Source: an optimization exercise on an open RTL-to-GDS flow (aim: small area). Production flows keep margins and buffers that such runs may drop.
The RTL of this run was laid out without a check of its function.
Power and IR drop assume default switching activity.

--- design/flow/run.sh ---
#!/bin/bash
# synth_recipe.tcl (not shown) runs the flow's synth.tcl, then flattens the netlist and writes it again
# the make line also repeats each setting of config.mk as NAME=value (left out here)
make -C /OpenROAD-flow-scripts/flow DESIGN_CONFIG=/design/flow/config.mk WORK_HOME=/design/flow/orfs CLKGATE_MAP_FILE= SYNTH_SCRIPT=/design/flow/synth_recipe.tcl finish
--- design/flow/config.mk ---
export PLATFORM = sky130hd
export DESIGN_NAME = SevenSegmentALU
export DESIGN_NICKNAME = SevenSegmentALU
export VERILOG_FILES = /design/flow/design.v
export SDC_FILE = /design/flow/constraint.sdc
export NUM_CORES = 4
export LEC_CHECK = 0
export CAP_MARGIN = 20
export CORE_MARGIN = 2
export CORE_UTILIZATION = 40
export SLEW_MARGIN = 20
--- design/flow/constraint.sdc ---
create_clock -name core_clock -period 10.0 [get_ports {clk}]
set_input_delay 2.0000 -clock core_clock [delete_from_list [all_inputs] [get_ports {clk}]]
set_output_delay 2.0000 -clock core_clock [all_outputs]
set_load 0.01 [all_outputs]
--- design/flow/design.v ---
`timescale 1ns / 1ps
module bcdSubDigit(
    input  [3:0] a,
    input  [3:0] b,
    input  borrowIn,
    output reg [3:0] result,
    output reg     borrowOut
);
    wire [4:0] tempSubBinary = a - b - (borrowIn ? 1'b1 : 1'b0); 
    always @(*) begin
        if (tempSubBinary[4] == 1) begin
            borrowOut = 1;
            result = tempSubBinary + 10; 
        end else begin
            borrowOut = 0;
            result = tempSubBinary[3:0];
        end
    end
endmodule
`timescale 1ns / 1ps
module buttonSyncPulse(
    input  clk,
    input  resetPulse,
    input  button,
    output buttonPulse
);
    parameter DEBOUNCE_CLKS = 240000;
    reg [$clog2(DEBOUNCE_CLKS)-1:0] debounceCounter; 
    reg debouncedButton; 
    always @(posedge clk) begin
        if (~resetPulse) begin 
            debounceCounter <= 0;
            debouncedButton <= 1; 
        end else begin
            if (button != debouncedButton) begin
                if (debounceCounter == (DEBOUNCE_CLKS - 1)) begin
                    debouncedButton <= button; 
                    debounceCounter <= 0; 
                end else begin
                    debounceCounter <= debounceCounter + 1;
                end
            end else begin
                debounceCounter <= 0;
            end
        end
    end
    reg debouncedButtonSync1;
    reg debouncedButtonSync2; 
    always @(posedge clk) begin
        if (~resetPulse) begin 
            debouncedButtonSync1 <= 1;
            debouncedButtonSync2 <= 1;
        end else begin
            debouncedButtonSync1 <= debouncedButton;       
            debouncedButtonSync2 <= debouncedButtonSync1; 
        end
    end
    reg debouncedButtonSync2Delayed; 
    always @(posedge clk) begin
        if (~resetPulse) begin 
            debouncedButtonSync2Delayed <= 1;
        end else begin
            debouncedButtonSync2Delayed <= debouncedButtonSync2; 
        end
    end
    assign buttonPulse = !debouncedButtonSync2 && debouncedButtonSync2Delayed;
endmodule
`timescale 1ns / 1ps
module systemResetHandler(
    input  clk,
    input  reset,
    output resetPulse
);
    parameter DEBOUNCE_CLKS = 240000;
    reg [$clog2(DEBOUNCE_CLKS)-1:0] debounceCounter;
    reg debouncedReset;
    always @(posedge clk) begin 
        if (reset != debouncedReset) begin
            if (debounceCounter == (DEBOUNCE_CLKS - 1)) begin
                debouncedReset <= reset;
                debounceCounter <= 0;
            end else begin
                debounceCounter <= debounceCounter + 1;
            end
        end else begin
            debounceCounter <= 0;
        end
    end
    assign resetPulse = ~debouncedReset; 
endmodule
`timescale 1ns / 1ps
module SevenSegmentALU(
    input clk, 
    input reset,
    input onesBtn, 
    input tensBtn, 
    input hundredsBtn, 
    input sign, 
    input enter, 
    output [6:0] seg,
    output [3:0] anode 
);
    parameter DEBOUNCE_CLKS = 1000;
    wire resetPulse;
    systemResetHandler #(.DEBOUNCE_CLKS(DEBOUNCE_CLKS)) resetHandlerInstance (
        .clk(clk),
        .reset(reset),
        .resetPulse(resetPulse)
    );
    wire onesBtnPulse;
    buttonSyncPulse #(.DEBOUNCE_CLKS(DEBOUNCE_CLKS)) onesBtnGen (
        .clk(clk),
        .resetPulse(resetPulse), 
        .button(onesBtn),
        .buttonPulse(onesBtnPulse)
    );
    wire tensBtnPulse;
    buttonSyncPulse #(.DEBOUNCE_CLKS(DEBOUNCE_CLKS)) tensBtnGen (
        .clk(clk),
        .resetPulse(resetPulse), 
        .button(tensBtn),
        .buttonPulse(tensBtnPulse)
    );
    wire hundredsBtnPulse;
    buttonSyncPulse #(.DEBOUNCE_CLKS(DEBOUNCE_CLKS)) hundredsBtnGen (
        .clk(clk),
        .resetPulse(resetPulse), 
        .button(hundredsBtn),
        .buttonPulse(hundredsBtnPulse)
    );
    wire signPulse;
    buttonSyncPulse #(.DEBOUNCE_CLKS(DEBOUNCE_CLKS)) signBtnGen (
        .clk(clk),
        .resetPulse(resetPulse), 
        .button(sign),
        .buttonPulse(signPulse)
    );
    wire enterPulse;
    buttonSyncPulse #(.DEBOUNCE_CLKS(DEBOUNCE_CLKS)) enterBtnGen (
        .clk(clk),
        .resetPulse(resetPulse), 
        .button(enter),
        .buttonPulse(enterPulse)
    );
    reg [3:0] bcdOnes;
    reg [3:0] bcdTens;
    reg [3:0] bcdHundreds;
    reg [3:0] bcdThousands;
    wire numberOn; 
    wire finished; 
    reg [15:0] firstNumber;
    reg [15:0] secondNumber;
    reg [15:0] sum;
    reg [16:0] carry;
    reg [2:0] state;
    localparam STATE_INPUT_1        = 3'd0;
    localparam STATE_WAIT_1         = 3'd1;
    localparam STATE_INPUT_2        = 3'd2;
    localparam STATE_WAIT_2         = 3'd3;
    localparam STATE_CALC           = 3'd4;
    localparam STATE_UPDATE_DISPLAY = 3'd5;
    localparam STATE_DONE           = 3'd6;
    assign numberOn = (state == STATE_INPUT_2);
    assign finished = (state == STATE_DONE);
    wire [3:0] firstNumberThousandsVal  = firstNumber[15:12];
    wire [3:0] firstNumberHundredsVal = firstNumber[11:8];
    wire [3:0] firstNumberTensVal     = firstNumber[7:4];
    wire [3:0] firstNumberOnesVal     = firstNumber[3:0];
    wire [3:0] secondNumberThousandsVal = secondNumber[15:12];
    wire [3:0] secondNumberHundredsVal  = secondNumber[11:8];
    wire [3:0] secondNumberTensVal      = secondNumber[7:4];
    wire [3:0] secondNumberOnesVal      = secondNumber[3:0];
    reg [3:0] addResultOnes;
    reg [3:0] addResultTens;
    reg [3:0] addResultHundreds;
    reg carryOneAdd;
    reg carryTenAdd;
    reg carryHundredAdd;
    wire [15:0] sameSignCalculatedSum = {firstNumberThousandsVal, addResultHundreds, addResultTens, addResultOnes};
    always @(*) begin 
        if ((firstNumberOnesVal + secondNumberOnesVal) > 9) begin
            addResultOnes = firstNumberOnesVal + secondNumberOnesVal + 6;
            carryOneAdd = 1;
        end else begin
            addResultOnes = firstNumberOnesVal + secondNumberOnesVal;
            carryOneAdd = 0;
        end
        if ((firstNumberTensVal + secondNumberTensVal + carryOneAdd) > 9) begin
            addResultTens = firstNumberTensVal + secondNumberTensVal + carryOneAdd + 6;
            carryTenAdd = 1;
        end else begin
            addResultTens = firstNumberTensVal + secondNumberTensVal + carryOneAdd;
            carryTenAdd = 0;
        end
        if ((firstNumberHundredsVal + secondNumberHundredsVal + carryTenAdd) > 9) begin
            addResultHundreds = firstNumberHundredsVal + secondNumberHundredsVal + carryTenAdd + 6;
            carryHundredAdd = 1;
        end else begin
            addResultHundreds = firstNumberHundredsVal + secondNumberHundredsVal + carryTenAdd;
            carryHundredAdd = 0;
        end
    end
    wire isFirstMagnitudeGreater = (firstNumber[11:0] > secondNumber[11:0]);
    wire areMagnitudesEqual      = (firstNumber[11:0] == secondNumber[11:0]);
    wire [3:0] largerMagnitudeHundreds  = isFirstMagnitudeGreater ? firstNumberHundredsVal : secondNumberHundredsVal;
    wire [3:0] largerMagnitudeTens      = isFirstMagnitudeGreater ? firstNumberTensVal     : secondNumberTensVal;
    wire [3:0] largerMagnitudeOnes      = isFirstMagnitudeGreater ? firstNumberOnesVal     : secondNumberOnesVal;
    wire [3:0] smallerMagnitudeHundreds = isFirstMagnitudeGreater ? secondNumberHundredsVal : firstNumberHundredsVal;
    wire [3:0] smallerMagnitudeTens     = isFirstMagnitudeGreater ? secondNumberTensVal     : firstNumberTensVal;
    wire [3:0] smallerMagnitudeOnes     = isFirstMagnitudeGreater ? secondNumberOnesVal     : firstNumberOnesVal;
    wire [3:0] resultMagnitudeHundreds, resultMagnitudeTens, resultMagnitudeOnes;
    wire borrowOutOnes, borrowOutTens, borrowOutHundreds;
    bcdSubDigit subOnesInstance (
        .a(largerMagnitudeOnes),
        .b(smallerMagnitudeOnes),
        .borrowIn(1'b0),
        .result(resultMagnitudeOnes),
        .borrowOut(borrowOutOnes)
    );
    bcdSubDigit subTensInstance (
        .a(largerMagnitudeTens),
        .b(smallerMagnitudeTens),
        .borrowIn(borrowOutOnes),
        .result(resultMagnitudeTens),
        .borrowOut(borrowOutTens)
    );
    bcdSubDigit subHundredsInstance (
        .a(largerMagnitudeHundreds),
        .b(smallerMagnitudeHundreds),
        .borrowIn(borrowOutTens),
        .result(resultMagnitudeHundreds),
        .borrowOut(borrowOutHundreds)
    );
    wire [3:0] finalSumSign = areMagnitudesEqual ? 15 : (isFirstMagnitudeGreater ? firstNumberThousandsVal : secondNumberThousandsVal);
    wire [15:0] differentSignCalculatedSum = {finalSumSign, resultMagnitudeHundreds, resultMagnitudeTens, resultMagnitudeOnes};
    always @(posedge clk) begin
        if (~resetPulse) begin
            bcdOnes <= 0;
            bcdTens <= 0;
            bcdHundreds <= 0;
            bcdThousands <= 15;
            firstNumber <= 0;
            secondNumber <= 0;
            sum <= 0;
            carry <= 0;
            state <= STATE_INPUT_1;
        end else begin
            case (state)
                STATE_INPUT_1: begin
                    if (enterPulse) begin
                        firstNumber <= {bcdThousands, bcdHundreds, bcdTens, bcdOnes};
                        state <= STATE_WAIT_1;
                    end else begin
                        if (onesBtnPulse) begin
                            if (bcdOnes == 9) begin
                                bcdOnes <= 0;
                            end else begin
                                bcdOnes <= bcdOnes + 1;
                            end
                        end
                        if (tensBtnPulse) begin
                            if (bcdTens == 9) begin
                                bcdTens <= 0;
                            end else begin
                                bcdTens <= bcdTens + 1;
                            end
                        end
                        if (hundredsBtnPulse) begin
                            if (bcdHundreds == 9) begin
                                bcdHundreds <= 0;
                            end else begin
                                bcdHundreds <= bcdHundreds + 1;
                            end
                        end
                        if (signPulse) begin
                            case(bcdThousands)
                                15: bcdThousands <= 14;
                                14: bcdThousands <= 15;
                                default: bcdThousands <= 15;
                            endcase
                        end
                    end
                end
                STATE_WAIT_1: begin
                    if (~enter) begin
                        bcdOnes <= 0;
                        bcdTens <= 0;
                        bcdHundreds <= 0;
                        bcdThousands <= 15;
                        state <= STATE_INPUT_2;
                    end
                end
                STATE_INPUT_2: begin
                    if (enterPulse) begin
                        secondNumber <= {bcdThousands, bcdHundreds, bcdTens, bcdOnes};
                        state <= STATE_WAIT_2;
                    end else begin
                        if (onesBtnPulse) begin
                            if (bcdOnes == 9) begin
                                bcdOnes <= 0;
                            end else begin
                                bcdOnes <= bcdOnes + 1;
                            end
                        end
                        if (tensBtnPulse) begin
                            if (bcdTens == 9) begin
                                bcdTens <= 0;
                            end else begin
                                bcdTens <= bcdTens + 1;
                            end
                        end
                        if (hundredsBtnPulse) begin
                            if (bcdHundreds == 9) begin
                                bcdHundreds <= 0;
                            end else begin
                                bcdHundreds <= bcdHundreds + 1;
                            end
                        end
                        if (signPulse) begin
                            case(bcdThousands)
                                15: bcdThousands <= 14;
                                14: bcdThousands <= 15;
                                default: bcdThousands <= 15;
                            endcase
                        end
                    end
                end
                STATE_WAIT_2: begin
                    if (~enter) begin
                        state <= STATE_CALC;
                    end
                end
                STATE_CALC: begin
                    if (firstNumberThousandsVal == secondNumberThousandsVal) begin
                        sum <= sameSignCalculatedSum;
                        carry[16] <= carryHundredAdd;
                    end else begin 
                        sum <= differentSignCalculatedSum;
                        carry <= 0;
                    end
                    state <= STATE_UPDATE_DISPLAY;
                end
                STATE_UPDATE_DISPLAY: begin
                    bcdOnes <= sum[3:0];
                    bcdTens <= sum[7:4];
                    bcdHundreds <= sum[11:8];
                    bcdThousands <= sum[15:12];
                    state <= STATE_DONE;
                end
                STATE_DONE: begin
                end
            endcase
        end
    end
    parameter MUX_COUNT_MAX = 3000;
    reg [11:0] muxClkCounter;
    reg muxPulse;
    reg [1:0] digitSelector;
    reg [3:0] currentDisplayBcd;
    reg [3:0] anodeOutputReg;
    assign anode = anodeOutputReg;
    always @(posedge clk) begin
        if (~resetPulse) begin
            muxClkCounter <= 0;
            muxPulse <= 0;
            digitSelector <= 0;
            anodeOutputReg <= 4'b1111;
            currentDisplayBcd <= 0;
        end else begin
            if (muxClkCounter == MUX_COUNT_MAX - 1) begin
                muxClkCounter <= 0;
                muxPulse <= 1;
                digitSelector <= digitSelector + 1;
            end else begin
                muxClkCounter <= muxClkCounter + 1;
                muxPulse <= 0;
            end
            if (muxPulse) begin
                case (digitSelector)
                    2'd0: begin
                        anodeOutputReg <= 4'b1110;
                        currentDisplayBcd <= bcdOnes;
                    end
                    2'd1: begin
                        anodeOutputReg <= 4'b1101;
                        currentDisplayBcd <= bcdTens;
                    end
                    2'd2: begin
                        anodeOutputReg <= 4'b1011;
                        currentDisplayBcd <= bcdHundreds;
                    end
                    2'd3: begin
                        anodeOutputReg <= 4'b0111;
                        currentDisplayBcd <= bcdThousands;
                    end
                endcase
            end
        end
    end
    reg [6:0] segOutReg;
    assign seg = segOutReg;
    always @(*) begin
        case(currentDisplayBcd)
            4'b0000: segOutReg = 7'b0111111;
            4'b0001: segOutReg = 7'b0000110;
            4'b0010: segOutReg = 7'b1011011;
            4'b0011: segOutReg = 7'b1001111;
            4'b0100: segOutReg = 7'b1100110;
            4'b0101: segOutReg = 7'b1101101;
            4'b0110: segOutReg = 7'b1111101;
            4'b0111: segOutReg = 7'b0000111;
            4'b1000: segOutReg = 7'b1111111;
            4'b1001: segOutReg = 7'b1101111;
            4'b1110: segOutReg = 7'b1000000;
            4'b1111: segOutReg = 7'b0000000;
            default: segOutReg = 7'b0000000;
        endcase
    end
endmodule
==> run notes <==
-- flip-flops by register name, summed over array words and instances (netlist names), 7 cells and up --
signal and count:
enterBtnGen.debounceCounter 10, firstNumber 16, hundredsBtnGen.debounceCounter 10, muxClkCounter 12, onesBtnGen.debounceCounter 10, resetHandlerInstance.debounceCounter 10, secondNumber 16, seg 7
signBtnGen.debounceCounter 10, sum 16, tensBtnGen.debounceCounter 10
-- cell type report --
| type | count | area (um^2) | share of cell area |
|---|---|---|---|
| clock buffer | 17 | 425.4 | 0.04223 |
| clock inverter | 15 | 222.7 | 0.02211 |
| inverter | 49 | 183.9 | 0.01826 |
| multi-input combinational | 805 | 5110 | 0.5073 |
| sequential | 178 | 3573 | 0.3547 |
| tap | 280 | 350.3 | 0.03478 |
| timing repair buffer | 22 | 207.7 | 0.02062 |
-- power by group through the flow --
stage                     Combinational, W  Sequential (W)  Clock, W
final                           0.00000988        0.000712  0.000711
after detailed placement         0.0000101        0.000729         0
after floorplan                 0.00000576        0.000728         0
after CTS                        0.0000102        0.000712  0.000728
after global placement           0.0000100        0.000729         0
after global routing             0.0000116        0.000712  0.000759
-- routing by layer --
metal / wire length [um] / share of wire / track usage / vias to the layer above
met5: 0 / 0 / 0 / -
met1: 9536 / 0.51 / 0.2288 / 3176
met4: 392 / 0.021 / 0.06453 / 0
met2: 8164 / 0.44 / 0.2520 / 109
li1: - / - / - / 3600
met3: 673 / 0.036 / 0.03474 / 28
-- worst max path at each step --
stage | depth (start not counted) | to | slack [ns]
final | 26 | sum[10] | 3.66
after global routing | 26 | sum[10] | 3.33
after CTS | 26 | sum[10] | 3.68
after detailed placement | 26 | sum[10] | 3.68
after global placement | 26 | sum[10] | 3.84
after floorplan | 26 | sum[9] | 4.54
-- worst max-delay path, stage by stage, from the launching register on --
cell and delay (ns):
dfxtp_1 0.39, inv_1 0.11, ha_1 0.35, a21o_1 0.17, a21oi_1 0.13, o21bai_1 0.15, o31ai_4 0.75, mux2i_1 0.22
ha_1 0.24, a221oi_2 0.34, o21bai_2 0.14, inv_1 0.10, fa_1 0.18, inv_1 0.07, fa_1 0.41, nand2b_1 0.15
a21oi_1 0.24, xnor2_2 0.20, fa_1 0.22, inv_1 0.06, fa_1 0.41, nand2b_1 0.15, a21oi_1 0.24, xnor2_2 0.18
mux2_1 0.36, mux2i_1 0.13, a211oi_1 0.08
-- synth_stat cells (all sizes together) (13+ instances only) --
library cell	count
nand2	140
clkbuf	29
o21ai	39
nor2	146
inv	49
xnor2	51
dfxtp	177
xor2	42
or2	23
a211oi	13
nand3	23
ha	57
mux2i	16
and3	22
nand2b	17
nand4	19
nor2b	14
a21oi	89
-- metrics by stage --
step                std cells    util
floorplan                1069       -
global placement         1334  0.4292
global route             1366  0.4587
CTS                      1366  0.4587
finish                   1366  0.4587
detailed placement       1334  0.4292
-- cells by family (layout without fill, tap and decap cells) --
logic type / Yosys count / after routing / share of synthesized area
xor+xnor: 93 / 93 / 0.09192
buf+inv: 86 / 103 / 0.03840
flops: 178 / 178 / 0.3960
compound gates: 189 / 189 / 0.1282
mux: 20 / 20 / 0.02274
fa+ha+maj: 66 / 66 / 0.09899
simple gates: 437 / 437 / 0.2238
==> flow_summary.toml <==
[power]
switching_share = 0.2420
leakagePower_nw = 3.855
p_total_w = 0.001433
power.switching_w = 0.0003467
p_per_area_nw_per_um2 = 142.2
irDropWorstVdd_v = 0.0001171
seqPwrFrac = 0.497
clkPwrFrac = 0.496
combPwrFrac = 0.007
internal_power_w = 0.001086

[synth]
synthesis.area_um2 = 9025
synth_flop_cell = "dfxtp_1"
yosysWarnings = 4
ys_types = 58
syn-num-nets = 1142
synth_top_area_frac = 0.3926
yosysSeqAreaShare = 0.3960
synth_edf_count = 1
synthArstFlopShare = 0
ys_seq_elements = 178
ys_top_cells_by_area = "dfxtp_1, ha_1, nor2_1, nand2_1, a21oi_1"
netlist_instances = 1069
synth_area_leader_cell = "dfxtp_1"
syn-mean-instance-area_um2 = 8.442

[timing]
max_freq_mhz = 157.8
finClkSkew_ns = 0.01069
hold_viol = 0
grt_setup_unrepaired = "no"
setup_ws_ns = 3.665
slew_violations = 0
fin_hold_ws_ns = 0.4119
finalSetupTns_ns = 0
worst_pin_slew_ns = 0.9027
setup_viol = 0
period_share = 0.6335
min_period_ns = 6.335
relSlewSlack = 0.3965

[clock_tree]
cts_sinks = 178
cts_buffers = 17
root_buffer = "clkbuf_16"
ctsResizeCount = 0
post_cts_buffers = 0
cts_hold_buf = 0
htreeDepth = 4
cts_tree = "built"
cts_buffer_depth = 2
clkTransAtPathRegs_ns = 0.08
clock_latency_ns = 0.44

[setup_path]
crit_start = "secondNumber[9]"
r2r_end = "sum[10]"
reg2regPathDepth = 26
crit_type = "reg -> reg"
rrSetupSlack_ns = 3.66
end_kind = "flip-flop"
worstSetupStartpointType = "flip-flop"
arrival_ns = 6.62
r2r_start = "secondNumber[9]"
path_max_fanout = 15
crit_required_ns = 10.29

[grt]
grt_first_pass_wirelength_um = 31990
grt_max_degree = 74
grt_overflow = 0
grt_pass1_vias = 6487
gr-usage-all-layers = 0.1650
antenna_found_initial = 0

[status]
status = "timing/DRC/antenna clean"

[place]
pre_cts_ws_ns = 3.683
dp_hpwl_um = 12810
placed_cell_area_um2 = 9425
io_buffer_count = 17
place.gp.congestion = 0.8734

[final_layout]
layout_common_cells = "dfxtp_1, nor2_1, nand2_1"
diodes = 0
area_growth_syn_to_layout_pct = 11.62
nFillCells = 2107
final_nets = 1146
design_area_um2 = 10070
final_common_cell = "dfxtp_1"
drive_above_1_share = 0.06814

[hold_path]
holdPathEnd = "tensBtnGen.debouncedButtonSync2"
holdPathStages = 1
hp-start = "tensBtnGen.debouncedButtonSync1"
worstHoldPathType = "reg -> reg"

[route]
first_pass_iters = 5
drc = 0
wl_per_cell_um = 13.74
drtIter0Drc = 394
routed_wl_um = 18770
ant_nets = 0
vias = 6913
vias_per_cell = 5.061

[die]
row_count = 54
io_pins = 18
die-area_um2 = 23780
coreArea_um2 = 21960
die_h_um = 154.2
start_util = 0.4110
die-width_um = 154.2

[run]
drv_cap = 0

-- separate check: timing with driven ports --
Ports are ideal in the flow. The routed layout listed here was re-timed in OpenROAD.
Step 1 sets driving cells, clkbuf_16 on the clock port and buf_2 on the other inputs (assumed; they add their load-dependent delay and slew).
Step 2 moves the port delays by t, midway between the first and last clock arrival at a register: inputs arrive t later, outputs are due t later. That takes back most of the time a late clock gives input paths.
Three values: ideal ports, drivers, drivers and shift; two values: the first two.
shift t [ns]: 0.476
slack for setup (ns): 3.665 / 3.665 / 3.665
latest minus earliest clock arrival (ns): 0.014 / 0.015
pins driven straight from the clock port: 1
After both steps this run still meets setup and hold. For this run, drivers alone change the setup slack by 0.000 ns; drivers and shift together by 0.000 ns.
